This design comes from an exercise in tuning for small area on the open sky130 flow, not from production work.
Function was checked by simulation only, so behaviour that the tests miss may differ from the original.

==> flow/design.v, too long to show whole: its modules and the start of the top module <==
// module Top_FFT: 2589 lines
module Top_FFT #(parameter INTEGER_SIZE = 8, FRACT_SIZE = 8, NFFT = 128) (
    input  wire clk, rst,
    input  wire start_FFT,
    input  wire signed [INTEGER_SIZE+FRACT_SIZE-1:0] serial_in_r, serial_in_i,
    output wire signed [INTEGER_SIZE+FRACT_SIZE-1:0] serial_out_r, serial_out_i,
    output wire end_FFT, data_valid_FFT
);
  // ...
==> flow/run.sh <==
#!/bin/bash
# synth_recipe.tcl (not shown) runs the flow's synth.tcl, then flattens the netlist and writes it again
# the make line also repeats each setting of config.mk as NAME=value (left out here)
make -C /OpenROAD-flow-scripts/flow DESIGN_CONFIG=/design/flow/config.mk WORK_HOME=/design/flow/orfs CLKGATE_MAP_FILE= SYNTH_SCRIPT=/design/flow/synth_recipe.tcl finish
==> flow/config.mk <==
export PLATFORM = sky130hd
export DESIGN_NAME = Top_FFT
export DESIGN_NICKNAME = Top_FFT
export VERILOG_FILES = /design/flow/design.v
export SDC_FILE = /design/flow/constraint.sdc
export NUM_CORES = 4
export LEC_CHECK = 0
export CAP_MARGIN = 5
export CORE_MARGIN = 2
export CORE_UTILIZATION = 60
export CTS_CLUSTER_DIAMETER = 70
export CTS_CLUSTER_SIZE = 32
export PLACE_DENSITY = 0.7
export SLEW_MARGIN = 5
==> flow/constraint.sdc <==
create_clock -name core_clock -period 12.0 [get_ports {clk}]
set_input_delay 2.4000 -clock core_clock [delete_from_list [all_inputs] [get_ports {clk}]]
set_output_delay 2.4000 -clock core_clock [all_outputs]
set_load 0.01 [all_outputs]
==> run summary, run 1 <==
RR Startpoint s4_dl[240]$_DFF_P_; relative slew slack ~6.8%; largest family of logic cells by synthesized area adder cells; Chip Width 479.1 µm; clk tree area frac 3.817%; Met2 Wirelength 116.6 mm; Routed Wire Length roughly 260 mm; Syn Nets 11710; Fmax between 0.08 and 0.09 GHz; post-route ant nets 0; Most Crowded Layer GR met2; buffering overhead 1.418%; endpoint class of the critical path output pin; CTS Buf Count about 170; Chip Height about 480 µm; area delta synth->final 7.384%; Distinct cells, synth 93; slowest CP cell dfrtp_4; outcome finished clean; Cells after Synth 10410; Boundary Pins 69; worst hold slack approximately 0.28 ns; asr flop ratio synth 0.2126%; TritonCTS clock tree done; mapped cell area 135400 µm²; slowest stage delay, CP roughly 0.62 ns
==> run 2: changes to the inputs <==
--- a/flow/design.v
+++ b/flow/design.v
@@ -148,151 +148,70 @@
 wire signed [15:0] s3_ar = s3_dl[511:496], s3_ai = s3_dl[495:480];
-wire [15:0] s3_gr = s3_in_r & {16{s3_b}}, s3_gi = s3_in_i & {16{s3_b}};
-wire s3_sr_s0, s3_sr_c0; assign {s3_sr_c0, s3_sr_s0} = s3_ar[0] + s3_gr[0] + 1'b0;
-wire s3_sr_s1, s3_sr_c1; assign {s3_sr_c1, s3_sr_s1} = s3_ar[1] + s3_gr[1] + s3_sr_c0;
-wire s3_sr_s2, s3_sr_c2; assign {s3_sr_c2, s3_sr_s2} = s3_ar[2] + s3_gr[2] + s3_sr_c1;
-wire s3_sr_s3, s3_sr_c3; assign {s3_sr_c3, s3_sr_s3} = s3_ar[3] + s3_gr[3] + s3_sr_c2;
-wire s3_sr_s4, s3_sr_c4; assign {s3_sr_c4, s3_sr_s4} = s3_ar[4] + s3_gr[4] + s3_sr_c3;
-wire s3_sr_s5, s3_sr_c5; assign {s3_sr_c5, s3_sr_s5} = s3_ar[5] + s3_gr[5] + s3_sr_c4;
-wire s3_sr_s6, s3_sr_c6; assign {s3_sr_c6, s3_sr_s6} = s3_ar[6] + s3_gr[6] + s3_sr_c5;
-wire s3_sr_s7, s3_sr_c7; assign {s3_sr_c7, s3_sr_s7} = s3_ar[7] + s3_gr[7] + s3_sr_c6;
-wire s3_sr_s8, s3_sr_c8; assign {s3_sr_c8, s3_sr_s8} = s3_ar[8] + s3_gr[8] + s3_sr_c7;
-wire s3_sr_s9, s3_sr_c9; assign {s3_sr_c9, s3_sr_s9} = s3_ar[9] + s3_gr[9] + s3_sr_c8;
-wire s3_sr_s10, s3_sr_c10; assign {s3_sr_c10, s3_sr_s10} = s3_ar[10] + s3_gr[10] + s3_sr_c9;
-wire s3_sr_s11, s3_sr_c11; assign {s3_sr_c11, s3_sr_s11} = s3_ar[11] + s3_gr[11] + s3_sr_c10;
-wire s3_sr_s12, s3_sr_c12; assign {s3_sr_c12, s3_sr_s12} = s3_ar[12] + s3_gr[12] + s3_sr_c11;
-wire s3_sr_s13, s3_sr_c13; assign {s3_sr_c13, s3_sr_s13} = s3_ar[13] + s3_gr[13] + s3_sr_c12;
-wire s3_sr_s14, s3_sr_c14; assign {s3_sr_c14, s3_sr_s14} = s3_ar[14] + s3_gr[14] + s3_sr_c13;
-wire s3_sr_s15; assign s3_sr_s15 = s3_ar[15] ^ s3_gr[15] ^ s3_sr_c14;
+wire s3_sr_s0, s3_sr_c0; assign {s3_sr_c0, s3_sr_s0} = s3_ar[0] + s3_in_r[0] + 1'b0;
+wire s3_sr_s1, s3_sr_c1; assign {s3_sr_c1, s3_sr_s1} = s3_ar[1] + s3_in_r[1] + s3_sr_c0;
+wire s3_sr_s2, s3_sr_c2; assign {s3_sr_c2, s3_sr_s2} = s3_ar[2] + s3_in_r[2] + s3_sr_c1;
+wire s3_sr_s3, s3_sr_c3; assign {s3_sr_c3, s3_sr_s3} = s3_ar[3] + s3_in_r[3] + s3_sr_c2;
+wire s3_sr_s4, s3_sr_c4; assign {s3_sr_c4, s3_sr_s4} = s3_ar[4] + s3_in_r[4] + s3_sr_c3;
+wire s3_sr_s5, s3_sr_c5; assign {s3_sr_c5, s3_sr_s5} = s3_ar[5] + s3_in_r[5] + s3_sr_c4;
+wire s3_sr_s6, s3_sr_c6; assign {s3_sr_c6, s3_sr_s6} = s3_ar[6] + s3_in_r[6] + s3_sr_c5;
+wire s3_sr_s7, s3_sr_c7; assign {s3_sr_c7, s3_sr_s7} = s3_ar[7] + s3_in_r[7] + s3_sr_c6;
+wire s3_sr_s8, s3_sr_c8; assign {s3_sr_c8, s3_sr_s8} = s3_ar[8] + s3_in_r[8] + s3_sr_c7;
+wire s3_sr_s9, s3_sr_c9; assign {s3_sr_c9, s3_sr_s9} = s3_ar[9] + s3_in_r[9] + s3_sr_c8;
+wire s3_sr_s10, s3_sr_c10; assign {s3_sr_c10, s3_sr_s10} = s3_ar[10] + s3_in_r[10] + s3_sr_c9;
+wire s3_sr_s11, s3_sr_c11; assign {s3_sr_c11, s3_sr_s11} = s3_ar[11] + s3_in_r[11] + s3_sr_c10;
+wire s3_sr_s12, s3_sr_c12; assign {s3_sr_c12, s3_sr_s12} = s3_ar[12] + s3_in_r[12] + s3_sr_c11;
+wire s3_sr_s13, s3_sr_c13; assign {s3_sr_c13, s3_sr_s13} = s3_ar[13] + s3_in_r[13] + s3_sr_c12;
+wire s3_sr_s14, s3_sr_c14; assign {s3_sr_c14, s3_sr_s14} = s3_ar[14] + s3_in_r[14] + s3_sr_c13;
+wire s3_sr_s15; assign s3_sr_s15 = s3_ar[15] ^ s3_in_r[15] ^ s3_sr_c14;
 wire signed [15:0] s3_sr = {s3_sr_s15, s3_sr_s14, s3_sr_s13, s3_sr_s12, s3_sr_s11, s3_sr_s10, s3_sr_s9, s3_sr_s8, s3_sr_s7, s3_sr_s6, s3_sr_s5, s3_sr_s4, s3_sr_s3, s3_sr_s2, s3_sr_s1, s3_sr_s0};
-wire s3_si_s0, s3_si_c0; assign {s3_si_c0, s3_si_s0} = s3_ai[0] + s3_gi[0] + 1'b0;
-wire s3_si_s1, s3_si_c1; assign {s3_si_c1, s3_si_s1} = s3_ai[1] + s3_gi[1] + s3_si_c0;
-wire s3_si_s2, s3_si_c2; assign {s3_si_c2, s3_si_s2} = s3_ai[2] + s3_gi[2] + s3_si_c1;
-wire s3_si_s3, s3_si_c3; assign {s3_si_c3, s3_si_s3} = s3_ai[3] + s3_gi[3] + s3_si_c2;
-wire s3_si_s4, s3_si_c4; assign {s3_si_c4, s3_si_s4} = s3_ai[4] + s3_gi[4] + s3_si_c3;
-wire s3_si_s5, s3_si_c5; assign {s3_si_c5, s3_si_s5} = s3_ai[5] + s3_gi[5] + s3_si_c4;
-wire s3_si_s6, s3_si_c6; assign {s3_si_c6, s3_si_s6} = s3_ai[6] + s3_gi[6] + s3_si_c5;
-wire s3_si_s7, s3_si_c7; assign {s3_si_c7, s3_si_s7} = s3_ai[7] + s3_gi[7] + s3_si_c6;
-wire s3_si_s8, s3_si_c8; assign {s3_si_c8, s3_si_s8} = s3_ai[8] + s3_gi[8] + s3_si_c7;
-wire s3_si_s9, s3_si_c9; assign {s3_si_c9, s3_si_s9} = s3_ai[9] + s3_gi[9] + s3_si_c8;
-wire s3_si_s10, s3_si_c10; assign {s3_si_c10, s3_si_s10} = s3_ai[10] + s3_gi[10] + s3_si_c9;
-wire s3_si_s11, s3_si_c11; assign {s3_si_c11, s3_si_s11} = s3_ai[11] + s3_gi[11] + s3_si_c10;
-wire s3_si_s12, s3_si_c12; assign {s3_si_c12, s3_si_s12} = s3_ai[12] + s3_gi[12] + s3_si_c11;
-wire s3_si_s13, s3_si_c13; assign {s3_si_c13, s3_si_s13} = s3_ai[13] + s3_gi[13] + s3_si_c12;
-wire s3_si_s14, s3_si_c14; assign {s3_si_c14, s3_si_s14} = s3_ai[14] + s3_gi[14] + s3_si_c13;
-wire s3_si_s15; assign s3_si_s15 = s3_ai[15] ^ s3_gi[15] ^ s3_si_c14;
+wire s3_si_s0, s3_si_c0; assign {s3_si_c0, s3_si_s0} = s3_ai[0] + s3_in_i[0] + 1'b0;
+wire s3_si_s1, s3_si_c1; assign {s3_si_c1, s3_si_s1} = s3_ai[1] + s3_in_i[1] + s3_si_c0;
+wire s3_si_s2, s3_si_c2; assign {s3_si_c2, s3_si_s2} = s3_ai[2] + s3_in_i[2] + s3_si_c1;
+wire s3_si_s3, s3_si_c3; assign {s3_si_c3, s3_si_s3} = s3_ai[3] + s3_in_i[3] + s3_si_c2;
+wire s3_si_s4, s3_si_c4; assign {s3_si_c4, s3_si_s4} = s3_ai[4] + s3_in_i[4] + s3_si_c3;
+wire s3_si_s5, s3_si_c5; assign {s3_si_c5, s3_si_s5} = s3_ai[5] + s3_in_i[5] + s3_si_c4;
+wire s3_si_s6, s3_si_c6; assign {s3_si_c6, s3_si_s6} = s3_ai[6] + s3_in_i[6] + s3_si_c5;
+wire s3_si_s7, s3_si_c7; assign {s3_si_c7, s3_si_s7} = s3_ai[7] + s3_in_i[7] + s3_si_c6;
+wire s3_si_s8, s3_si_c8; assign {s3_si_c8, s3_si_s8} = s3_ai[8] + s3_in_i[8] + s3_si_c7;
+wire s3_si_s9, s3_si_c9; assign {s3_si_c9, s3_si_s9} = s3_ai[9] + s3_in_i[9] + s3_si_c8;
+wire s3_si_s10, s3_si_c10; assign {s3_si_c10, s3_si_s10} = s3_ai[10] + s3_in_i[10] + s3_si_c9;
+wire s3_si_s11, s3_si_c11; assign {s3_si_c11, s3_si_s11} = s3_ai[11] + s3_in_i[11] + s3_si_c10;
+wire s3_si_s12, s3_si_c12; assign {s3_si_c12, s3_si_s12} = s3_ai[12] + s3_in_i[12] + s3_si_c11;
+wire s3_si_s13, s3_si_c13; assign {s3_si_c13, s3_si_s13} = s3_ai[13] + s3_in_i[13] + s3_si_c12;
+wire s3_si_s14, s3_si_c14; assign {s3_si_c14, s3_si_s14} = s3_ai[14] + s3_in_i[14] + s3_si_c13;
+wire s3_si_s15; assign s3_si_s15 = s3_ai[15] ^ s3_in_i[15] ^ s3_si_c14;
 wire signed [15:0] s3_si = {s3_si_s15, s3_si_s14, s3_si_s13, s3_si_s12, s3_si_s11, s3_si_s10, s3_si_s9, s3_si_s8, s3_si_s7, s3_si_s6, s3_si_s5, s3_si_s4, s3_si_s3, s3_si_s2, s3_si_s1, s3_si_s0};
-wire [15:0] s3_ncr = ~s3_in_r, s3_nci = ~s3_in_i;
-wire [15:0] s3_dru_p = s3_ar ^ s3_ncr;
-wire [15:0] s3_dru_g = s3_ar & s3_ncr;
-wire s3_dru_g0c = s3_dru_g[0] | (s3_dru_p[0] & 1'b1);
-wire s3_dru_G1 = s3_dru_g[1] | (s3_dru_p[1] & s3_dru_g0c);
-wire s3_dru_P1 = s3_dru_p[1] & s3_dru_p[0];
-wire s3_dru_G2 = s3_dru_g[3] | (s3_dru_p[3] & s3_dru_g[2]);
-wire s3_dru_P2 = s3_dru_p[3] & s3_dru_p[2];
-wire s3_dru_G3 = s3_dru_g[5] | (s3_dru_p[5] & s3_dru_g[4]);
-wire s3_dru_P3 = s3_dru_p[5] & s3_dru_p[4];
-wire s3_dru_G4 = s3_dru_g[7] | (s3_dru_p[7] & s3_dru_g[6]);
-wire s3_dru_P4 = s3_dru_p[7] & s3_dru_p[6];
-wire s3_dru_G5 = s3_dru_g[9] | (s3_dru_p[9] & s3_dru_g[8]);
-wire s3_dru_P5 = s3_dru_p[9] & s3_dru_p[8];
-wire s3_dru_G6 = s3_dru_g[11] | (s3_dru_p[11] & s3_dru_g[10]);
-wire s3_dru_P6 = s3_dru_p[11] & s3_dru_p[10];
-wire s3_dru_G7 = s3_dru_g[13] | (s3_dru_p[13] & s3_dru_g[12]);
-wire s3_dru_P7 = s3_dru_p[13] & s3_dru_p[12];
-wire s3_dru_G8 = s3_dru_g[15] | (s3_dru_p[15] & s3_dru_g[14]);
-wire s3_dru_P8 = s3_dru_p[15] & s3_dru_p[14];
-wire s3_dru_G9 = s3_dru_G2 | (s3_dru_P2 & s3_dru_G1);
-wire s3_dru_P9 = s3_dru_P2 & s3_dru_P1;
-wire s3_dru_G10 = s3_dru_G4 | (s3_dru_P4 & s3_dru_G3);
-wire s3_dru_P10 = s3_dru_P4 & s3_dru_P3;
-wire s3_dru_G11 = s3_dru_G6 | (s3_dru_P6 & s3_dru_G5);
-wire s3_dru_P11 = s3_dru_P6 & s3_dru_P5;
-wire s3_dru_G12 = s3_dru_G8 | (s3_dru_P8 & s3_dru_G7);
-wire s3_dru_P12 = s3_dru_P8 & s3_dru_P7;
-wire s3_dru_G13 = s3_dru_G10 | (s3_dru_P10 & s3_dru_G9);
-wire s3_dru_P13 = s3_dru_P10 & s3_dru_P9;
-wire s3_dru_G14 = s3_dru_G12 | (s3_dru_P12 & s3_dru_G11);
-wire s3_dru_P14 = s3_dru_P12 & s3_dru_P11;
-wire s3_dru_G15 = s3_dru_G14 | (s3_dru_P14 & s3_dru_G13);
-wire s3_dru_P15 = s3_dru_P14 & s3_dru_P13;
-wire s3_dru_G16 = s3_dru_G11 | (s3_dru_P11 & s3_dru_G13);
-wire s3_dru_P16 = s3_dru_P11 & s3_dru_P13;
-wire s3_dru_G17 = s3_dru_G3 | (s3_dru_P3 & s3_dru_G9);
-wire s3_dru_P17 = s3_dru_P3 & s3_dru_P9;
-wire s3_dru_G18 = s3_dru_G5 | (s3_dru_P5 & s3_dru_G13);
-wire s3_dru_P18 = s3_dru_P5 & s3_dru_P13;
-wire s3_dru_G19 = s3_dru_G7 | (s3_dru_P7 & s3_dru_G16);
-wire s3_dru_P19 = s3_dru_P7 & s3_dru_P16;
-wire s3_dru_G20 = s3_dru_g[2] | (s3_dru_p[2] & s3_dru_G1);
-wire s3_dru_P20 = s3_dru_p[2] & s3_dru_P1;
-wire s3_dru_G21 = s3_dru_g[4] | (s3_dru_p[4] & s3_dru_G9);
-wire s3_dru_P21 = s3_dru_p[4] & s3_dru_P9;
-wire s3_dru_G22 = s3_dru_g[6] | (s3_dru_p[6] & s3_dru_G17);
-wire s3_dru_P22 = s3_dru_p[6] & s3_dru_P17;
-wire s3_dru_G23 = s3_dru_g[8] | (s3_dru_p[8] & s3_dru_G13);
-wire s3_dru_P23 = s3_dru_p[8] & s3_dru_P13;
-wire s3_dru_G24 = s3_dru_g[10] | (s3_dru_p[10] & s3_dru_G18);
-wire s3_dru_P24 = s3_dru_p[10] & s3_dru_P18;
-wire s3_dru_G25 = s3_dru_g[12] | (s3_dru_p[12] & s3_dru_G16);
-wire s3_dru_P25 = s3_dru_p[12] & s3_dru_P16;
-wire s3_dru_G26 = s3_dru_g[14] | (s3_dru_p[14] & s3_dru_G19);
-wire s3_dru_P26 = s3_dru_p[14] & s3_dru_P19;
-wire [15:0] s3_dru = {(s3_dru_p[15] ^ s3_dru_G26), (s3_dru_p[14] ^ s3_dru_G19), (s3_dru_p[13] ^ s3_dru_G25), (s3_dru_p[12] ^ s3_dru_G16), (s3_dru_p[11] ^ s3_dru_G24), (s3_dru_p[10] ^ s3_dru_G18), (s3_dru_p[9] ^ s3_dru_G23), (s3_dru_p[8] ^ s3_dru_G13), (s3_dru_p[7] ^ s3_dru_G22), (s3_dru_p[6] ^ s3_dru_G17), (s3_dru_p[5] ^ s3_dru_G21), (s3_dru_p[4] ^ s3_dru_G9), (s3_dru_p[3] ^ s3_dru_G20), (s3_dru_p[2] ^ s3_dru_G1), (s3_dru_p[1] ^ s3_dru_g0c), (s3_dru_p[0] ^ 1'b1)};
-wire [15:0] s3_diu_p = s3_ai ^ s3_nci;
-wire [15:0] s3_diu_g = s3_ai & s3_nci;
-wire s3_diu_g0c = s3_diu_g[0] | (s3_diu_p[0] & 1'b1);
-wire s3_diu_G1 = s3_diu_g[1] | (s3_diu_p[1] & s3_diu_g0c);
-wire s3_diu_P1 = s3_diu_p[1] & s3_diu_p[0];
-wire s3_diu_G2 = s3_diu_g[3] | (s3_diu_p[3] & s3_diu_g[2]);
-wire s3_diu_P2 = s3_diu_p[3] & s3_diu_p[2];
-wire s3_diu_G3 = s3_diu_g[5] | (s3_diu_p[5] & s3_diu_g[4]);
-wire s3_diu_P3 = s3_diu_p[5] & s3_diu_p[4];
-wire s3_diu_G4 = s3_diu_g[7] | (s3_diu_p[7] & s3_diu_g[6]);
-wire s3_diu_P4 = s3_diu_p[7] & s3_diu_p[6];
-wire s3_diu_G5 = s3_diu_g[9] | (s3_diu_p[9] & s3_diu_g[8]);
-wire s3_diu_P5 = s3_diu_p[9] & s3_diu_p[8];
-wire s3_diu_G6 = s3_diu_g[11] | (s3_diu_p[11] & s3_diu_g[10]);
-wire s3_diu_P6 = s3_diu_p[11] & s3_diu_p[10];
-wire s3_diu_G7 = s3_diu_g[13] | (s3_diu_p[13] & s3_diu_g[12]);
-wire s3_diu_P7 = s3_diu_p[13] & s3_diu_p[12];
-wire s3_diu_G8 = s3_diu_g[15] | (s3_diu_p[15] & s3_diu_g[14]);
-wire s3_diu_P8 = s3_diu_p[15] & s3_diu_p[14];
-wire s3_diu_G9 = s3_diu_G2 | (s3_diu_P2 & s3_diu_G1);
-wire s3_diu_P9 = s3_diu_P2 & s3_diu_P1;
-wire s3_diu_G10 = s3_diu_G4 | (s3_diu_P4 & s3_diu_G3);
-wire s3_diu_P10 = s3_diu_P4 & s3_diu_P3;
-wire s3_diu_G11 = s3_diu_G6 | (s3_diu_P6 & s3_diu_G5);
-wire s3_diu_P11 = s3_diu_P6 & s3_diu_P5;
-wire s3_diu_G12 = s3_diu_G8 | (s3_diu_P8 & s3_diu_G7);
-wire s3_diu_P12 = s3_diu_P8 & s3_diu_P7;
-wire s3_diu_G13 = s3_diu_G10 | (s3_diu_P10 & s3_diu_G9);
-wire s3_diu_P13 = s3_diu_P10 & s3_diu_P9;
-wire s3_diu_G14 = s3_diu_G12 | (s3_diu_P12 & s3_diu_G11);
-wire s3_diu_P14 = s3_diu_P12 & s3_diu_P11;
-wire s3_diu_G15 = s3_diu_G14 | (s3_diu_P14 & s3_diu_G13);
-wire s3_diu_P15 = s3_diu_P14 & s3_diu_P13;
-wire s3_diu_G16 = s3_diu_G11 | (s3_diu_P11 & s3_diu_G13);
-wire s3_diu_P16 = s3_diu_P11 & s3_diu_P13;
-wire s3_diu_G17 = s3_diu_G3 | (s3_diu_P3 & s3_diu_G9);
-wire s3_diu_P17 = s3_diu_P3 & s3_diu_P9;
-wire s3_diu_G18 = s3_diu_G5 | (s3_diu_P5 & s3_diu_G13);
-wire s3_diu_P18 = s3_diu_P5 & s3_diu_P13;
-wire s3_diu_G19 = s3_diu_G7 | (s3_diu_P7 & s3_diu_G16);
-wire s3_diu_P19 = s3_diu_P7 & s3_diu_P16;
-wire s3_diu_G20 = s3_diu_g[2] | (s3_diu_p[2] & s3_diu_G1);
-wire s3_diu_P20 = s3_diu_p[2] & s3_diu_P1;
-wire s3_diu_G21 = s3_diu_g[4] | (s3_diu_p[4] & s3_diu_G9);
-wire s3_diu_P21 = s3_diu_p[4] & s3_diu_P9;
-wire s3_diu_G22 = s3_diu_g[6] | (s3_diu_p[6] & s3_diu_G17);
-wire s3_diu_P22 = s3_diu_p[6] & s3_diu_P17;
-wire s3_diu_G23 = s3_diu_g[8] | (s3_diu_p[8] & s3_diu_G13);
-wire s3_diu_P23 = s3_diu_p[8] & s3_diu_P13;
-wire s3_diu_G24 = s3_diu_g[10] | (s3_diu_p[10] & s3_diu_G18);
-wire s3_diu_P24 = s3_diu_p[10] & s3_diu_P18;
-wire s3_diu_G25 = s3_diu_g[12] | (s3_diu_p[12] & s3_diu_G16);
-wire s3_diu_P25 = s3_diu_p[12] & s3_diu_P16;
-wire s3_diu_G26 = s3_diu_g[14] | (s3_diu_p[14] & s3_diu_G19);
-wire s3_diu_P26 = s3_diu_p[14] & s3_diu_P19;
-wire [15:0] s3_diu = {(s3_diu_p[15] ^ s3_diu_G26), (s3_diu_p[14] ^ s3_diu_G19), (s3_diu_p[13] ^ s3_diu_G25), (s3_diu_p[12] ^ s3_diu_G16), (s3_diu_p[11] ^ s3_diu_G24), (s3_diu_p[10] ^ s3_diu_G18), (s3_diu_p[9] ^ s3_diu_G23), (s3_diu_p[8] ^ s3_diu_G13), (s3_diu_p[7] ^ s3_diu_G22), (s3_diu_p[6] ^ s3_diu_G17), (s3_diu_p[5] ^ s3_diu_G21), (s3_diu_p[4] ^ s3_diu_G9), (s3_diu_p[3] ^ s3_diu_G20), (s3_diu_p[2] ^ s3_diu_G1), (s3_diu_p[1] ^ s3_diu_g0c), (s3_diu_p[0] ^ 1'b1)};
-wire signed [15:0] s3_dr = s3_dru, s3_di = s3_diu;
+wire s3_dr_s0, s3_dr_c0; assign {s3_dr_c0, s3_dr_s0} = s3_ar[0] + !s3_in_r[0] + 1'b1;
+wire s3_dr_s1, s3_dr_c1; assign {s3_dr_c1, s3_dr_s1} = s3_ar[1] + !s3_in_r[1] + s3_dr_c0;
+wire s3_dr_s2, s3_dr_c2; assign {s3_dr_c2, s3_dr_s2} = s3_ar[2] + !s3_in_r[2] + s3_dr_c1;
+wire s3_dr_s3, s3_dr_c3; assign {s3_dr_c3, s3_dr_s3} = s3_ar[3] + !s3_in_r[3] + s3_dr_c2;
+wire s3_dr_s4, s3_dr_c4; assign {s3_dr_c4, s3_dr_s4} = s3_ar[4] + !s3_in_r[4] + s3_dr_c3;
+wire s3_dr_s5, s3_dr_c5; assign {s3_dr_c5, s3_dr_s5} = s3_ar[5] + !s3_in_r[5] + s3_dr_c4;
+wire s3_dr_s6, s3_dr_c6; assign {s3_dr_c6, s3_dr_s6} = s3_ar[6] + !s3_in_r[6] + s3_dr_c5;
+wire s3_dr_s7, s3_dr_c7; assign {s3_dr_c7, s3_dr_s7} = s3_ar[7] + !s3_in_r[7] + s3_dr_c6;
+wire s3_dr_s8, s3_dr_c8; assign {s3_dr_c8, s3_dr_s8} = s3_ar[8] + !s3_in_r[8] + s3_dr_c7;
+wire s3_dr_s9, s3_dr_c9; assign {s3_dr_c9, s3_dr_s9} = s3_ar[9] + !s3_in_r[9] + s3_dr_c8;
+wire s3_dr_s10, s3_dr_c10; assign {s3_dr_c10, s3_dr_s10} = s3_ar[10] + !s3_in_r[10] + s3_dr_c9;
+wire s3_dr_s11, s3_dr_c11; assign {s3_dr_c11, s3_dr_s11} = s3_ar[11] + !s3_in_r[11] + s3_dr_c10;
+wire s3_dr_s12, s3_dr_c12; assign {s3_dr_c12, s3_dr_s12} = s3_ar[12] + !s3_in_r[12] + s3_dr_c11;
+wire s3_dr_s13, s3_dr_c13; assign {s3_dr_c13, s3_dr_s13} = s3_ar[13] + !s3_in_r[13] + s3_dr_c12;
+wire s3_dr_s14, s3_dr_c14; assign {s3_dr_c14, s3_dr_s14} = s3_ar[14] + !s3_in_r[14] + s3_dr_c13;
+wire s3_dr_s15; assign s3_dr_s15 = s3_ar[15] ^ !s3_in_r[15] ^ s3_dr_c14;
+wire signed [15:0] s3_dr = {s3_dr_s15, s3_dr_s14, s3_dr_s13, s3_dr_s12, s3_dr_s11, s3_dr_s10, s3_dr_s9, s3_dr_s8, s3_dr_s7, s3_dr_s6, s3_dr_s5, s3_dr_s4, s3_dr_s3, s3_dr_s2, s3_dr_s1, s3_dr_s0};
+wire s3_di_s0, s3_di_c0; assign {s3_di_c0, s3_di_s0} = s3_ai[0] + !s3_in_i[0] + 1'b1;
+wire s3_di_s1, s3_di_c1; assign {s3_di_c1, s3_di_s1} = s3_ai[1] + !s3_in_i[1] + s3_di_c0;
+wire s3_di_s2, s3_di_c2; assign {s3_di_c2, s3_di_s2} = s3_ai[2] + !s3_in_i[2] + s3_di_c1;
+wire s3_di_s3, s3_di_c3; assign {s3_di_c3, s3_di_s3} = s3_ai[3] + !s3_in_i[3] + s3_di_c2;
+wire s3_di_s4, s3_di_c4; assign {s3_di_c4, s3_di_s4} = s3_ai[4] + !s3_in_i[4] + s3_di_c3;
+wire s3_di_s5, s3_di_c5; assign {s3_di_c5, s3_di_s5} = s3_ai[5] + !s3_in_i[5] + s3_di_c4;
+wire s3_di_s6, s3_di_c6; assign {s3_di_c6, s3_di_s6} = s3_ai[6] + !s3_in_i[6] + s3_di_c5;
+wire s3_di_s7, s3_di_c7; assign {s3_di_c7, s3_di_s7} = s3_ai[7] + !s3_in_i[7] + s3_di_c6;
+wire s3_di_s8, s3_di_c8; assign {s3_di_c8, s3_di_s8} = s3_ai[8] + !s3_in_i[8] + s3_di_c7;
+wire s3_di_s9, s3_di_c9; assign {s3_di_c9, s3_di_s9} = s3_ai[9] + !s3_in_i[9] + s3_di_c8;
+wire s3_di_s10, s3_di_c10; assign {s3_di_c10, s3_di_s10} = s3_ai[10] + !s3_in_i[10] + s3_di_c9;
+wire s3_di_s11, s3_di_c11; assign {s3_di_c11, s3_di_s11} = s3_ai[11] + !s3_in_i[11] + s3_di_c10;
+wire s3_di_s12, s3_di_c12; assign {s3_di_c12, s3_di_s12} = s3_ai[12] + !s3_in_i[12] + s3_di_c11;
+wire s3_di_s13, s3_di_c13; assign {s3_di_c13, s3_di_s13} = s3_ai[13] + !s3_in_i[13] + s3_di_c12;
+wire s3_di_s14, s3_di_c14; assign {s3_di_c14, s3_di_s14} = s3_ai[14] + !s3_in_i[14] + s3_di_c13;
+wire s3_di_s15; assign s3_di_s15 = s3_ai[15] ^ !s3_in_i[15] ^ s3_di_c14;
+wire signed [15:0] s3_di = {s3_di_s15, s3_di_s14, s3_di_s13, s3_di_s12, s3_di_s11, s3_di_s10, s3_di_s9, s3_di_s8, s3_di_s7, s3_di_s6, s3_di_s5, s3_di_s4, s3_di_s3, s3_di_s2, s3_di_s1, s3_di_s0};
 reg signed [15:0] s4_in_r, s4_in_i;
@@ -451,36 +370,2 @@
 wire signed [15:0] s5_ar = s5_dl[127:112], s5_ai = s5_dl[111:96];
-wire s5_sr_s0, s5_sr_c0; assign {s5_sr_c0, s5_sr_s0} = s5_ar[0] + s5_in_r[0] + 1'b0;
-wire s5_sr_s1, s5_sr_c1; assign {s5_sr_c1, s5_sr_s1} = s5_ar[1] + s5_in_r[1] + s5_sr_c0;
-wire s5_sr_s2, s5_sr_c2; assign {s5_sr_c2, s5_sr_s2} = s5_ar[2] + s5_in_r[2] + s5_sr_c1;
-wire s5_sr_s3, s5_sr_c3; assign {s5_sr_c3, s5_sr_s3} = s5_ar[3] + s5_in_r[3] + s5_sr_c2;
-wire s5_sr_s4, s5_sr_c4; assign {s5_sr_c4, s5_sr_s4} = s5_ar[4] + s5_in_r[4] + s5_sr_c3;
-wire s5_sr_s5, s5_sr_c5; assign {s5_sr_c5, s5_sr_s5} = s5_ar[5] + s5_in_r[5] + s5_sr_c4;
-wire s5_sr_s6, s5_sr_c6; assign {s5_sr_c6, s5_sr_s6} = s5_ar[6] + s5_in_r[6] + s5_sr_c5;
-wire s5_sr_s7, s5_sr_c7; assign {s5_sr_c7, s5_sr_s7} = s5_ar[7] + s5_in_r[7] + s5_sr_c6;
-wire s5_sr_s8, s5_sr_c8; assign {s5_sr_c8, s5_sr_s8} = s5_ar[8] + s5_in_r[8] + s5_sr_c7;
-wire s5_sr_s9, s5_sr_c9; assign {s5_sr_c9, s5_sr_s9} = s5_ar[9] + s5_in_r[9] + s5_sr_c8;
-wire s5_sr_s10, s5_sr_c10; assign {s5_sr_c10, s5_sr_s10} = s5_ar[10] + s5_in_r[10] + s5_sr_c9;
-wire s5_sr_s11, s5_sr_c11; assign {s5_sr_c11, s5_sr_s11} = s5_ar[11] + s5_in_r[11] + s5_sr_c10;
-wire s5_sr_s12, s5_sr_c12; assign {s5_sr_c12, s5_sr_s12} = s5_ar[12] + s5_in_r[12] + s5_sr_c11;
-wire s5_sr_s13, s5_sr_c13; assign {s5_sr_c13, s5_sr_s13} = s5_ar[13] + s5_in_r[13] + s5_sr_c12;
-wire s5_sr_s14, s5_sr_c14; assign {s5_sr_c14, s5_sr_s14} = s5_ar[14] + s5_in_r[14] + s5_sr_c13;
-wire s5_sr_s15; assign s5_sr_s15 = s5_ar[15] ^ s5_in_r[15] ^ s5_sr_c14;
-wire signed [15:0] s5_sr = {s5_sr_s15, s5_sr_s14, s5_sr_s13, s5_sr_s12, s5_sr_s11, s5_sr_s10, s5_sr_s9, s5_sr_s8, s5_sr_s7, s5_sr_s6, s5_sr_s5, s5_sr_s4, s5_sr_s3, s5_sr_s2, s5_sr_s1, s5_sr_s0};
-wire s5_si_s0, s5_si_c0; assign {s5_si_c0, s5_si_s0} = s5_ai[0] + s5_in_i[0] + 1'b0;
-wire s5_si_s1, s5_si_c1; assign {s5_si_c1, s5_si_s1} = s5_ai[1] + s5_in_i[1] + s5_si_c0;
-wire s5_si_s2, s5_si_c2; assign {s5_si_c2, s5_si_s2} = s5_ai[2] + s5_in_i[2] + s5_si_c1;
-wire s5_si_s3, s5_si_c3; assign {s5_si_c3, s5_si_s3} = s5_ai[3] + s5_in_i[3] + s5_si_c2;
-wire s5_si_s4, s5_si_c4; assign {s5_si_c4, s5_si_s4} = s5_ai[4] + s5_in_i[4] + s5_si_c3;
-wire s5_si_s5, s5_si_c5; assign {s5_si_c5, s5_si_s5} = s5_ai[5] + s5_in_i[5] + s5_si_c4;
-wire s5_si_s6, s5_si_c6; assign {s5_si_c6, s5_si_s6} = s5_ai[6] + s5_in_i[6] + s5_si_c5;
-wire s5_si_s7, s5_si_c7; assign {s5_si_c7, s5_si_s7} = s5_ai[7] + s5_in_i[7] + s5_si_c6;
-wire s5_si_s8, s5_si_c8; assign {s5_si_c8, s5_si_s8} = s5_ai[8] + s5_in_i[8] + s5_si_c7;
-wire s5_si_s9, s5_si_c9; assign {s5_si_c9, s5_si_s9} = s5_ai[9] + s5_in_i[9] + s5_si_c8;
-wire s5_si_s10, s5_si_c10; assign {s5_si_c10, s5_si_s10} = s5_ai[10] + s5_in_i[10] + s5_si_c9;
-wire s5_si_s11, s5_si_c11; assign {s5_si_c11, s5_si_s11} = s5_ai[11] + s5_in_i[11] + s5_si_c10;
-wire s5_si_s12, s5_si_c12; assign {s5_si_c12, s5_si_s12} = s5_ai[12] + s5_in_i[12] + s5_si_c11;
-wire s5_si_s13, s5_si_c13; assign {s5_si_c13, s5_si_s13} = s5_ai[13] + s5_in_i[13] + s5_si_c12;
-wire s5_si_s14, s5_si_c14; assign {s5_si_c14, s5_si_s14} = s5_ai[14] + s5_in_i[14] + s5_si_c13;
-wire s5_si_s15; assign s5_si_s15 = s5_ai[15] ^ s5_in_i[15] ^ s5_si_c14;
-wire signed [15:0] s5_si = {s5_si_s15, s5_si_s14, s5_si_s13, s5_si_s12, s5_si_s11, s5_si_s10, s5_si_s9, s5_si_s8, s5_si_s7, s5_si_s6, s5_si_s5, s5_si_s4, s5_si_s3, s5_si_s2, s5_si_s1, s5_si_s0};
 wire s5_dr_s0, s5_dr_c0; assign {s5_dr_c0, s5_dr_s0} = s5_ar[0] + !s5_in_r[0] + 1'b1;
@@ -522,36 +407,2 @@
 wire signed [15:0] s6_ar = s6_dl[63:48], s6_ai = s6_dl[47:32];
-wire s6_sr_s0, s6_sr_c0; assign {s6_sr_c0, s6_sr_s0} = s6_ar[0] + s6_in_r[0] + 1'b0;
-wire s6_sr_s1, s6_sr_c1; assign {s6_sr_c1, s6_sr_s1} = s6_ar[1] + s6_in_r[1] + s6_sr_c0;
-wire s6_sr_s2, s6_sr_c2; assign {s6_sr_c2, s6_sr_s2} = s6_ar[2] + s6_in_r[2] + s6_sr_c1;
-wire s6_sr_s3, s6_sr_c3; assign {s6_sr_c3, s6_sr_s3} = s6_ar[3] + s6_in_r[3] + s6_sr_c2;
-wire s6_sr_s4, s6_sr_c4; assign {s6_sr_c4, s6_sr_s4} = s6_ar[4] + s6_in_r[4] + s6_sr_c3;
-wire s6_sr_s5, s6_sr_c5; assign {s6_sr_c5, s6_sr_s5} = s6_ar[5] + s6_in_r[5] + s6_sr_c4;
-wire s6_sr_s6, s6_sr_c6; assign {s6_sr_c6, s6_sr_s6} = s6_ar[6] + s6_in_r[6] + s6_sr_c5;
-wire s6_sr_s7, s6_sr_c7; assign {s6_sr_c7, s6_sr_s7} = s6_ar[7] + s6_in_r[7] + s6_sr_c6;
-wire s6_sr_s8, s6_sr_c8; assign {s6_sr_c8, s6_sr_s8} = s6_ar[8] + s6_in_r[8] + s6_sr_c7;
-wire s6_sr_s9, s6_sr_c9; assign {s6_sr_c9, s6_sr_s9} = s6_ar[9] + s6_in_r[9] + s6_sr_c8;
-wire s6_sr_s10, s6_sr_c10; assign {s6_sr_c10, s6_sr_s10} = s6_ar[10] + s6_in_r[10] + s6_sr_c9;
-wire s6_sr_s11, s6_sr_c11; assign {s6_sr_c11, s6_sr_s11} = s6_ar[11] + s6_in_r[11] + s6_sr_c10;
-wire s6_sr_s12, s6_sr_c12; assign {s6_sr_c12, s6_sr_s12} = s6_ar[12] + s6_in_r[12] + s6_sr_c11;
-wire s6_sr_s13, s6_sr_c13; assign {s6_sr_c13, s6_sr_s13} = s6_ar[13] + s6_in_r[13] + s6_sr_c12;
-wire s6_sr_s14, s6_sr_c14; assign {s6_sr_c14, s6_sr_s14} = s6_ar[14] + s6_in_r[14] + s6_sr_c13;
-wire s6_sr_s15; assign s6_sr_s15 = s6_ar[15] ^ s6_in_r[15] ^ s6_sr_c14;
-wire signed [15:0] s6_sr = {s6_sr_s15, s6_sr_s14, s6_sr_s13, s6_sr_s12, s6_sr_s11, s6_sr_s10, s6_sr_s9, s6_sr_s8, s6_sr_s7, s6_sr_s6, s6_sr_s5, s6_sr_s4, s6_sr_s3, s6_sr_s2, s6_sr_s1, s6_sr_s0};
-wire s6_si_s0, s6_si_c0; assign {s6_si_c0, s6_si_s0} = s6_ai[0] + s6_in_i[0] + 1'b0;
-wire s6_si_s1, s6_si_c1; assign {s6_si_c1, s6_si_s1} = s6_ai[1] + s6_in_i[1] + s6_si_c0;
-wire s6_si_s2, s6_si_c2; assign {s6_si_c2, s6_si_s2} = s6_ai[2] + s6_in_i[2] + s6_si_c1;
-wire s6_si_s3, s6_si_c3; assign {s6_si_c3, s6_si_s3} = s6_ai[3] + s6_in_i[3] + s6_si_c2;
-wire s6_si_s4, s6_si_c4; assign {s6_si_c4, s6_si_s4} = s6_ai[4] + s6_in_i[4] + s6_si_c3;
-wire s6_si_s5, s6_si_c5; assign {s6_si_c5, s6_si_s5} = s6_ai[5] + s6_in_i[5] + s6_si_c4;
-wire s6_si_s6, s6_si_c6; assign {s6_si_c6, s6_si_s6} = s6_ai[6] + s6_in_i[6] + s6_si_c5;
-wire s6_si_s7, s6_si_c7; assign {s6_si_c7, s6_si_s7} = s6_ai[7] + s6_in_i[7] + s6_si_c6;
-wire s6_si_s8, s6_si_c8; assign {s6_si_c8, s6_si_s8} = s6_ai[8] + s6_in_i[8] + s6_si_c7;
-wire s6_si_s9, s6_si_c9; assign {s6_si_c9, s6_si_s9} = s6_ai[9] + s6_in_i[9] + s6_si_c8;
-wire s6_si_s10, s6_si_c10; assign {s6_si_c10, s6_si_s10} = s6_ai[10] + s6_in_i[10] + s6_si_c9;
-wire s6_si_s11, s6_si_c11; assign {s6_si_c11, s6_si_s11} = s6_ai[11] + s6_in_i[11] + s6_si_c10;
-wire s6_si_s12, s6_si_c12; assign {s6_si_c12, s6_si_s12} = s6_ai[12] + s6_in_i[12] + s6_si_c11;
-wire s6_si_s13, s6_si_c13; assign {s6_si_c13, s6_si_s13} = s6_ai[13] + s6_in_i[13] + s6_si_c12;
-wire s6_si_s14, s6_si_c14; assign {s6_si_c14, s6_si_s14} = s6_ai[14] + s6_in_i[14] + s6_si_c13;
-wire s6_si_s15; assign s6_si_s15 = s6_ai[15] ^ s6_in_i[15] ^ s6_si_c14;
-wire signed [15:0] s6_si = {s6_si_s15, s6_si_s14, s6_si_s13, s6_si_s12, s6_si_s11, s6_si_s10, s6_si_s9, s6_si_s8, s6_si_s7, s6_si_s6, s6_si_s5, s6_si_s4, s6_si_s3, s6_si_s2, s6_si_s1, s6_si_s0};
 wire s6_dr_s0, s6_dr_c0; assign {s6_dr_c0, s6_dr_s0} = s6_ar[0] + !s6_in_r[0] + 1'b1;
@@ -1404,6 +1255,7 @@
 wire [15:0] m1_i = m1_is[23:8];
-wire m2_s3 = s3_b && (s3_j != 4'd0);
-wire m2_s4push = s4_l[4] && s4_b;
-wire signed [15:0] m2_ar = m2_s3 ? s3_dr : m2_s4push ? s4_dr : s4_ar;
-wire signed [15:0] m2_ai = m2_s3 ? s3_di : m2_s4push ? s4_di : s4_ai;
+wire m2_s3 = ~s3_b && (s3_j != 4'd0);
+wire m2_s4push = ~s4_l[4] && s4_b;
+wire m2_s4pop = ~s4_l[4];
+wire signed [15:0] m2_ar = m2_s3 ? s3_ar : m2_s4push ? s4_dr : s4_ar;
+wire signed [15:0] m2_ai = m2_s3 ? s3_ai : m2_s4push ? s4_di : s4_ai;
 wire [5:0] m2_k = m2_s3 ? {s3_j, 2'b00} : {s4_j, 3'b000};
@@ -2542,10 +2394,79 @@
 always @(posedge clk) begin s5_h2 <= s5_y; s5_h1 <= s5_h2; end
-reg [15:0] s5_mr, s5_mi;
-always @(*) case (s5_j)
-    2'd0: begin s5_mr = s5_ar; s5_mi = s5_ai; end
-    2'd2: begin s5_mr = s5_ai; s5_mi = -s5_ar; end
-    default: begin s5_mr = s5_h1; s5_mi = s5_h2; end
-endcase
-wire [15:0] s6_mr = s6_j ? s6_ai : s6_ar;
-wire [15:0] s6_mi = s6_j ? -s6_ar : s6_ai;
+wire s5_w32 = ~s5_b & (s5_j == 2'd2);
+wire s5_wh = ~s5_b & s5_j[0];
+wire [15:0] s5_or = s5_w32 ? s5_ai : s5_wh ? s5_h1 : s5_ar;
+wire [15:0] s5_oi = s5_w32 ? ~s5_ar : s5_wh ? s5_h2 : s5_ai;
+wire [15:0] s5_gr = s5_in_r & {16{s5_b}}, s5_gi = s5_in_i & {16{s5_b}};
+wire s5_sr_s0, s5_sr_c0; assign {s5_sr_c0, s5_sr_s0} = s5_or[0] + s5_gr[0] + 1'b0;
+wire s5_sr_s1, s5_sr_c1; assign {s5_sr_c1, s5_sr_s1} = s5_or[1] + s5_gr[1] + s5_sr_c0;
+wire s5_sr_s2, s5_sr_c2; assign {s5_sr_c2, s5_sr_s2} = s5_or[2] + s5_gr[2] + s5_sr_c1;
+wire s5_sr_s3, s5_sr_c3; assign {s5_sr_c3, s5_sr_s3} = s5_or[3] + s5_gr[3] + s5_sr_c2;
+wire s5_sr_s4, s5_sr_c4; assign {s5_sr_c4, s5_sr_s4} = s5_or[4] + s5_gr[4] + s5_sr_c3;
+wire s5_sr_s5, s5_sr_c5; assign {s5_sr_c5, s5_sr_s5} = s5_or[5] + s5_gr[5] + s5_sr_c4;
+wire s5_sr_s6, s5_sr_c6; assign {s5_sr_c6, s5_sr_s6} = s5_or[6] + s5_gr[6] + s5_sr_c5;
+wire s5_sr_s7, s5_sr_c7; assign {s5_sr_c7, s5_sr_s7} = s5_or[7] + s5_gr[7] + s5_sr_c6;
+wire s5_sr_s8, s5_sr_c8; assign {s5_sr_c8, s5_sr_s8} = s5_or[8] + s5_gr[8] + s5_sr_c7;
+wire s5_sr_s9, s5_sr_c9; assign {s5_sr_c9, s5_sr_s9} = s5_or[9] + s5_gr[9] + s5_sr_c8;
+wire s5_sr_s10, s5_sr_c10; assign {s5_sr_c10, s5_sr_s10} = s5_or[10] + s5_gr[10] + s5_sr_c9;
+wire s5_sr_s11, s5_sr_c11; assign {s5_sr_c11, s5_sr_s11} = s5_or[11] + s5_gr[11] + s5_sr_c10;
+wire s5_sr_s12, s5_sr_c12; assign {s5_sr_c12, s5_sr_s12} = s5_or[12] + s5_gr[12] + s5_sr_c11;
+wire s5_sr_s13, s5_sr_c13; assign {s5_sr_c13, s5_sr_s13} = s5_or[13] + s5_gr[13] + s5_sr_c12;
+wire s5_sr_s14, s5_sr_c14; assign {s5_sr_c14, s5_sr_s14} = s5_or[14] + s5_gr[14] + s5_sr_c13;
+wire s5_sr_s15; assign s5_sr_s15 = s5_or[15] ^ s5_gr[15] ^ s5_sr_c14;
+wire signed [15:0] s5_sr = {s5_sr_s15, s5_sr_s14, s5_sr_s13, s5_sr_s12, s5_sr_s11, s5_sr_s10, s5_sr_s9, s5_sr_s8, s5_sr_s7, s5_sr_s6, s5_sr_s5, s5_sr_s4, s5_sr_s3, s5_sr_s2, s5_sr_s1, s5_sr_s0};
+wire s5_si_s0, s5_si_c0; assign {s5_si_c0, s5_si_s0} = s5_oi[0] + s5_gi[0] + s5_w32;
+wire s5_si_s1, s5_si_c1; assign {s5_si_c1, s5_si_s1} = s5_oi[1] + s5_gi[1] + s5_si_c0;
+wire s5_si_s2, s5_si_c2; assign {s5_si_c2, s5_si_s2} = s5_oi[2] + s5_gi[2] + s5_si_c1;
+wire s5_si_s3, s5_si_c3; assign {s5_si_c3, s5_si_s3} = s5_oi[3] + s5_gi[3] + s5_si_c2;
+wire s5_si_s4, s5_si_c4; assign {s5_si_c4, s5_si_s4} = s5_oi[4] + s5_gi[4] + s5_si_c3;
+wire s5_si_s5, s5_si_c5; assign {s5_si_c5, s5_si_s5} = s5_oi[5] + s5_gi[5] + s5_si_c4;
+wire s5_si_s6, s5_si_c6; assign {s5_si_c6, s5_si_s6} = s5_oi[6] + s5_gi[6] + s5_si_c5;
+wire s5_si_s7, s5_si_c7; assign {s5_si_c7, s5_si_s7} = s5_oi[7] + s5_gi[7] + s5_si_c6;
+wire s5_si_s8, s5_si_c8; assign {s5_si_c8, s5_si_s8} = s5_oi[8] + s5_gi[8] + s5_si_c7;
+wire s5_si_s9, s5_si_c9; assign {s5_si_c9, s5_si_s9} = s5_oi[9] + s5_gi[9] + s5_si_c8;
+wire s5_si_s10, s5_si_c10; assign {s5_si_c10, s5_si_s10} = s5_oi[10] + s5_gi[10] + s5_si_c9;
+wire s5_si_s11, s5_si_c11; assign {s5_si_c11, s5_si_s11} = s5_oi[11] + s5_gi[11] + s5_si_c10;
+wire s5_si_s12, s5_si_c12; assign {s5_si_c12, s5_si_s12} = s5_oi[12] + s5_gi[12] + s5_si_c11;
+wire s5_si_s13, s5_si_c13; assign {s5_si_c13, s5_si_s13} = s5_oi[13] + s5_gi[13] + s5_si_c12;
+wire s5_si_s14, s5_si_c14; assign {s5_si_c14, s5_si_s14} = s5_oi[14] + s5_gi[14] + s5_si_c13;
+wire s5_si_s15; assign s5_si_s15 = s5_oi[15] ^ s5_gi[15] ^ s5_si_c14;
+wire signed [15:0] s5_si = {s5_si_s15, s5_si_s14, s5_si_s13, s5_si_s12, s5_si_s11, s5_si_s10, s5_si_s9, s5_si_s8, s5_si_s7, s5_si_s6, s5_si_s5, s5_si_s4, s5_si_s3, s5_si_s2, s5_si_s1, s5_si_s0};
+wire s6_w32 = ~s6_b & s6_j;
+wire [15:0] s6_xr = s6_w32 ? s6_ai : s6_ar;
+wire [15:0] s6_xi = s6_w32 ? ~s6_ar : s6_ai;
+wire [15:0] s6_gr = s6_in_r & {16{s6_b}}, s6_gi = s6_in_i & {16{s6_b}};
+wire s6_sr_s0, s6_sr_c0; assign {s6_sr_c0, s6_sr_s0} = s6_xr[0] + s6_gr[0] + 1'b0;
+wire s6_sr_s1, s6_sr_c1; assign {s6_sr_c1, s6_sr_s1} = s6_xr[1] + s6_gr[1] + s6_sr_c0;
+wire s6_sr_s2, s6_sr_c2; assign {s6_sr_c2, s6_sr_s2} = s6_xr[2] + s6_gr[2] + s6_sr_c1;
+wire s6_sr_s3, s6_sr_c3; assign {s6_sr_c3, s6_sr_s3} = s6_xr[3] + s6_gr[3] + s6_sr_c2;
+wire s6_sr_s4, s6_sr_c4; assign {s6_sr_c4, s6_sr_s4} = s6_xr[4] + s6_gr[4] + s6_sr_c3;
+wire s6_sr_s5, s6_sr_c5; assign {s6_sr_c5, s6_sr_s5} = s6_xr[5] + s6_gr[5] + s6_sr_c4;
+wire s6_sr_s6, s6_sr_c6; assign {s6_sr_c6, s6_sr_s6} = s6_xr[6] + s6_gr[6] + s6_sr_c5;
+wire s6_sr_s7, s6_sr_c7; assign {s6_sr_c7, s6_sr_s7} = s6_xr[7] + s6_gr[7] + s6_sr_c6;
+wire s6_sr_s8, s6_sr_c8; assign {s6_sr_c8, s6_sr_s8} = s6_xr[8] + s6_gr[8] + s6_sr_c7;
+wire s6_sr_s9, s6_sr_c9; assign {s6_sr_c9, s6_sr_s9} = s6_xr[9] + s6_gr[9] + s6_sr_c8;
+wire s6_sr_s10, s6_sr_c10; assign {s6_sr_c10, s6_sr_s10} = s6_xr[10] + s6_gr[10] + s6_sr_c9;
+wire s6_sr_s11, s6_sr_c11; assign {s6_sr_c11, s6_sr_s11} = s6_xr[11] + s6_gr[11] + s6_sr_c10;
+wire s6_sr_s12, s6_sr_c12; assign {s6_sr_c12, s6_sr_s12} = s6_xr[12] + s6_gr[12] + s6_sr_c11;
+wire s6_sr_s13, s6_sr_c13; assign {s6_sr_c13, s6_sr_s13} = s6_xr[13] + s6_gr[13] + s6_sr_c12;
+wire s6_sr_s14, s6_sr_c14; assign {s6_sr_c14, s6_sr_s14} = s6_xr[14] + s6_gr[14] + s6_sr_c13;
+wire s6_sr_s15; assign s6_sr_s15 = s6_xr[15] ^ s6_gr[15] ^ s6_sr_c14;
+wire signed [15:0] s6_sr = {s6_sr_s15, s6_sr_s14, s6_sr_s13, s6_sr_s12, s6_sr_s11, s6_sr_s10, s6_sr_s9, s6_sr_s8, s6_sr_s7, s6_sr_s6, s6_sr_s5, s6_sr_s4, s6_sr_s3, s6_sr_s2, s6_sr_s1, s6_sr_s0};
+wire s6_si_s0, s6_si_c0; assign {s6_si_c0, s6_si_s0} = s6_xi[0] + s6_gi[0] + s6_w32;
+wire s6_si_s1, s6_si_c1; assign {s6_si_c1, s6_si_s1} = s6_xi[1] + s6_gi[1] + s6_si_c0;
+wire s6_si_s2, s6_si_c2; assign {s6_si_c2, s6_si_s2} = s6_xi[2] + s6_gi[2] + s6_si_c1;
+wire s6_si_s3, s6_si_c3; assign {s6_si_c3, s6_si_s3} = s6_xi[3] + s6_gi[3] + s6_si_c2;
+wire s6_si_s4, s6_si_c4; assign {s6_si_c4, s6_si_s4} = s6_xi[4] + s6_gi[4] + s6_si_c3;
+wire s6_si_s5, s6_si_c5; assign {s6_si_c5, s6_si_s5} = s6_xi[5] + s6_gi[5] + s6_si_c4;
+wire s6_si_s6, s6_si_c6; assign {s6_si_c6, s6_si_s6} = s6_xi[6] + s6_gi[6] + s6_si_c5;
+wire s6_si_s7, s6_si_c7; assign {s6_si_c7, s6_si_s7} = s6_xi[7] + s6_gi[7] + s6_si_c6;
+wire s6_si_s8, s6_si_c8; assign {s6_si_c8, s6_si_s8} = s6_xi[8] + s6_gi[8] + s6_si_c7;
+wire s6_si_s9, s6_si_c9; assign {s6_si_c9, s6_si_s9} = s6_xi[9] + s6_gi[9] + s6_si_c8;
+wire s6_si_s10, s6_si_c10; assign {s6_si_c10, s6_si_s10} = s6_xi[10] + s6_gi[10] + s6_si_c9;
+wire s6_si_s11, s6_si_c11; assign {s6_si_c11, s6_si_s11} = s6_xi[11] + s6_gi[11] + s6_si_c10;
+wire s6_si_s12, s6_si_c12; assign {s6_si_c12, s6_si_s12} = s6_xi[12] + s6_gi[12] + s6_si_c11;
+wire s6_si_s13, s6_si_c13; assign {s6_si_c13, s6_si_s13} = s6_xi[13] + s6_gi[13] + s6_si_c12;
+wire s6_si_s14, s6_si_c14; assign {s6_si_c14, s6_si_s14} = s6_xi[14] + s6_gi[14] + s6_si_c13;
+wire s6_si_s15; assign s6_si_s15 = s6_xi[15] ^ s6_gi[15] ^ s6_si_c14;
+wire signed [15:0] s6_si = {s6_si_s15, s6_si_s14, s6_si_s13, s6_si_s12, s6_si_s11, s6_si_s10, s6_si_s9, s6_si_s8, s6_si_s7, s6_si_s6, s6_si_s5, s6_si_s4, s6_si_s3, s6_si_s2, s6_si_s1, s6_si_s0};
 wire [15:0] s7_mr = s7_ar, s7_mi = s7_ai;
@@ -2561,6 +2482,6 @@
 end
-always @(posedge clk) s3_dl <= {s3_dl[479:0], s3_b ? {(m2_s3 ? m2_r : s3_dr), (m2_s3 ? m2_i : s3_di)} : {s3_in_r, s3_in_i}};
+always @(posedge clk) s3_dl <= {s3_dl[479:0], s3_b ? {s3_dr, s3_di} : {s3_in_r, s3_in_i}};
 always @(posedge clk) begin
-    s4_in_r <= s3_sr;
-    s4_in_i <= s3_si;
+    s4_in_r <= s3_b ? s3_sr : (m2_s3 ? m2_r : s3_ar);
+    s4_in_i <= s3_b ? s3_si : (m2_s3 ? m2_i : s3_ai);
 end
@@ -2568,4 +2489,4 @@
 always @(posedge clk) begin
-    s5_in_r <= s4_b ? s4_sr : (s4_l[4] ? m2_r : s4_ar);
-    s5_in_i <= s4_b ? s4_si : (s4_l[4] ? m2_i : s4_ai);
+    s5_in_r <= s4_b ? s4_sr : (m2_s4pop ? m2_r : s4_ar);
+    s5_in_i <= s4_b ? s4_si : (m2_s4pop ? m2_i : s4_ai);
 end
@@ -2573,4 +2494,4 @@
 always @(*) begin
-    s6_in_r = s5_b ? s5_sr : s5_mr;
-    s6_in_i = s5_b ? s5_si : s5_mi;
+    s6_in_r = s5_sr;
+    s6_in_i = s5_si;
 end
@@ -2578,4 +2499,4 @@
 always @(posedge clk) begin
-    s7_in_r <= s6_b ? s6_sr : s6_mr;
-    s7_in_i <= s6_b ? s6_si : s6_mi;
+    s7_in_r <= s6_sr;
+    s7_in_i <= s6_si;
 end
==> run 2 against run 1 <==
Utilization rose by 0.34 points. Clock skew decreased by 0.011 ns. Register-to-register slack gained 0.12 ns. Sequential share of layout area is 0.20 points higher.
==> run summary, run 2 <==
Net count, final 11690 (was 11700); post-route ant nets 0 (unchanged); Cells after Synth 10380 (was 10410); Chip Height 478.0 µm (was 479.1 µm); Largest register FFs 2048 (unchanged); Synth area leaders dfxtp_1, fa_1, xnor2_1 (unchanged); most common cell after layout, fill and taps aside dfxtp_1 (unchanged); Avg Inst Size Synth 12.99 µm² (was 13.01 µm²); Syn Nets 11670 (was 11710); Syn. warnings 1 (unchanged); Final min period 11.51 ns (was 11.41 ns); largest net degree at the start of global routing 72 (was 100); slowest stage delay, CP 0.62 ns (about the same); fillers 16320 (was 16770); layout cell share with drive strength beyond 1 5.390% (was 5.162%); total of max-cap violations 0 (unchanged); mapped cell area 134800 µm² (was 135400 µm²); Top Registers s1_dl: 2048 flops, s2_dl: 1024 flops, s3_dl: 512 flops (unchanged); part of the cycle the worst path needs 95.93% (was 95.08%); Iter 0 DRT Violations 4712 (was 5224); Pins Over Slew Limit 0 (unchanged); Root Buffer clkbuf_16 (unchanged); Fin Setup TNS 0 ns (unchanged); #FFs+latches synth 4233 (unchanged); Boundary Pins 69 (unchanged); critical path class flip-flop to output pin (unchanged); endpoint class of the critical path output pin (unchanged); post-CTS setup buffer count 0 (unchanged); CTS Sinks 4233 (unchanged); final non-filler cell total 13450 (was 13460); Routed Wire Length 287.2 mm (was 259.9 mm); Crit path arrival time 9.11 ns (was 9.01 ns); clock skew 0.07258 ns (was 0.08354 ns); slowest CP cell clkdlybuf4s50_1 (was dfrtp_4); post-cts resize count 0 (unchanged); Fmax 0.08686 GHz (was 0.08765 GHz); vias in the first global route 74340 (was 72940); drt wl/cell 21.35 µm (was 19.31 µm); cell taking the most area after synthesis dfxtp_1 (unchanged); TritonCTS clock tree done (unchanged); DP HPWL 202.8 mm (was 180.7 mm); synth cell count leaders dfxtp_1, fa_1, inv_1 (unchanged); CP max FO 12 (was 45); ys flop type dfxtp_1 (unchanged); outcome finished clean (unchanged); CTS Buf Count 168 (was 171); initial antenna violation count 10 (was 14); most numerous cell in the Yosys netlist dfxtp_1 (unchanged); CTS Buffer Depth 3 (unchanged); Placer Congestion 0.9735 (was 0.9309); WP buf/inv 4 (was 3); final hold vios 0 (unchanged); Worst Tran Pin Value 1.236 ns (was 1.393 ns); Distinct cells, synth 93 (unchanged); Hold Buf Count CTS 0 (unchanged); Hold Crit Class flip-flop to flip-flop (unchanged); Top delay family on crit path adder cells (unchanged); Vias/cell 5.228 (was 5.183); RSZ-0062 raised after global routing no (unchanged); Die ar. 228500 µm² (was 229500 µm²); Rows 173 (was 174); Chip Width 478.0 µm (was 479.1 µm); Critical Path Most Common Cell fa_1 (unchanged); clock latency (worst-skew pair) 0.88 ns (about the same); vias post-DR 70320 (was 69750); EDFF count, synth 0 (unchanged); first-pass GRT wire length 446.8 mm (was 414.6 mm); startpoint class of the critical path flip-flop (unchanged); Finish-stage setup viols 0 (unchanged); register area share after synthesis 62.90% (was 62.61%); WP data required 9.60 ns (about the same); most frequent cells in the layout dfxtp_1, fa_1, inv_1 (unchanged); Synth top area share 62.74% (was 62.44%); asr flop ratio synth 0.2126% (unchanged); Total GRT Usage 25.59% (was 23.10%); Port Buffers 68 (unchanged); Largest Register s1_dl (unchanged); Reg clk slew, reported paths 0.11 ns (about the same); crit-path cells inv_2, nor2_1, ha_1, inv_1, fa_1, inv_1, fa_1, fa_1, fa_1, fa_1, fa_1, fa_1, fa_1, fa_1, fa_1, fa_1, fa_1, fa_1, fa_1, xor2_1, xnor2_1, clkdlybuf4s50_1 (was inv_2, buf_4, nor2_1, fa_1, fa_1, fa_1, fa_1, fa_1, fa_1, fa_1, fa_1, fa_1, fa_1, fa_1, fa_1, fa_1, xor2_1, xnor2_1, clkdlybuf4s50_1); Residual DRC 0 (unchanged); relative slew slack 16.92% (was 6.763%); Pre-Repair DR Iteration Count 6 (unchanged); core footprint 222700 µm² (was 224700 µm²); total grt overflow 0 (unchanged); area delta synth->final 7.515% (was 7.384%); Starting Density 60.51% (was 60.28%); H-tree depth 4 (unchanged); cell count after placement 13210 (was 13220)
## run 2: changes by cell type in the layout (fill, tap and decap cells not counted), sizes merged, moves of 29 or more
cell / previous run / this run
o21a: 55 / 23
inv: 876 / 811
nor2: 393 / 482
mux2i: 179 / 128
buf: 184 / 213
a21oi: 232 / 361
xor2: 221 / 162
a22oi: 134 / 103
nand2: 607 / 553
## run 2: cells by family after synthesis
family / after synthesis / synth area share (%)
adder cells (fa/ha/maj): 1253 / 16.69
AO/OA/AOI/OAI: 1470 / 6.790
buffers and inverters: 1230 / 3.552
XOR/XNOR: 750 / 4.884
AND/OR/NAND/NOR: 1297 / 4.075
flip-flops: 4233 / 62.90
multiplexers: 146 / 1.101
## run 2: area by class of cell
| class | instances | area, µm² | share of cell area [%] |
|---|---|---|---|
| clock buffer | 174 | 4299 | 2.967 |
| tap | 2975 | 3722 | 2.569 |
| timing repair buffer | 281 | 2283 | 1.576 |
| inverter | 803 | 3014 | 2.080 |
| multi-input combinational | 4916 | 45680 | 31.52 |
| sequential | 4233 | 84790 | 58.51 |
| antenna | 13 | 32.53 | 0.02245 |
| clock inverter | 56 | 1092 | 0.7538 |
## run 2: final timing paths
kind,from,endpoint,slack (ns),cells past startpoint
worst max register to register,cnt[0]$_DFF_PN0_,s5_h2[15]$_DFF_P_,0.94,36
worst min-delay path,s1_dl[900]$_DFF_P_,s1_dl[932]$_DFF_P_,0.27,0
worst max-delay path,cnt[0]$_DFF_PN0_,serial_out_i[15],0.49,22
max in group asynchronous,rst,cnt[0]$_DFF_PN0_,9.40,1
worst min register to register,s1_dl[900]$_DFF_P_,s1_dl[932]$_DFF_P_,0.27,0
min in group asynchronous,rst,cnt[0]$_DFF_PN0_,2.02,1
## run 2: layer usage
| metal | wire length, µm | GRT usage [%] | vias up | share of wire (%) |
|---|---|---|---|---|
| li1 | - | - | 33090 | - |
| met1 | 124000 | 33.86 | 34850 | 43 |
| met2 | 136400 | 42.34 | 1813 | 47 |
| met3 | 13360 | 3.667 | 567 | 4.7 |
| met4 | 13410 | 10.75 | 2 | 4.7 |
| met5 | 13 | 0 | - | 0.0045 |
## run 2: stage by stage
stage	hold slack (ns)	utilization [%]	cell area, µm²	worst slack [ns]
finish	0.2694	65.06	144900	0.4878
global route	0.2823	65.05	144900	0.1317
CTS	0.2694	65.04	144900	0.1522
detailed placement	0.3121	62.62	139500	0.4611
global placement	0.3097	62.62	139500	0.4642
floorplan	0.3096	-	134800	1.302

-- static timing again, ports no longer ideal --
No port has a modelled driver above. Below, the same layouts with a new extraction and two added sets of constraints. Step 1 assumes that a clkbuf_16 drives the clock port and a buf_2 every other input. Step 2 adds t to the input delays and takes it off the output delays; t is the mean of the earliest and latest rising clock arrival at the registers after step 1. Input paths then give back, and output paths get back, about the clock's delay inside the block. a / b / c = ideal ports / drivers / drivers and shift; a / b = the first two.
run | shift t [ns] | setup WS [ns] | hold WS [ns] | clock arrival spread, ns | worst slew at a driven data input, ns
run 1 | 0.939 | 0.590 / 0.495 / 0.528 | 0.282 / 0.282 / 0.282 | 0.088 / 0.088 | 0.13
run 2 | 0.937 | 0.488 / 0.390 / 0.420 | 0.269 / 0.269 / 0.269 | 0.075 / 0.076 | 0.30
After both steps every run listed still meets setup and hold. For run 2, which loses most, drivers alone change the setup slack by -0.098 ns; drivers and shift together by -0.068 ns.
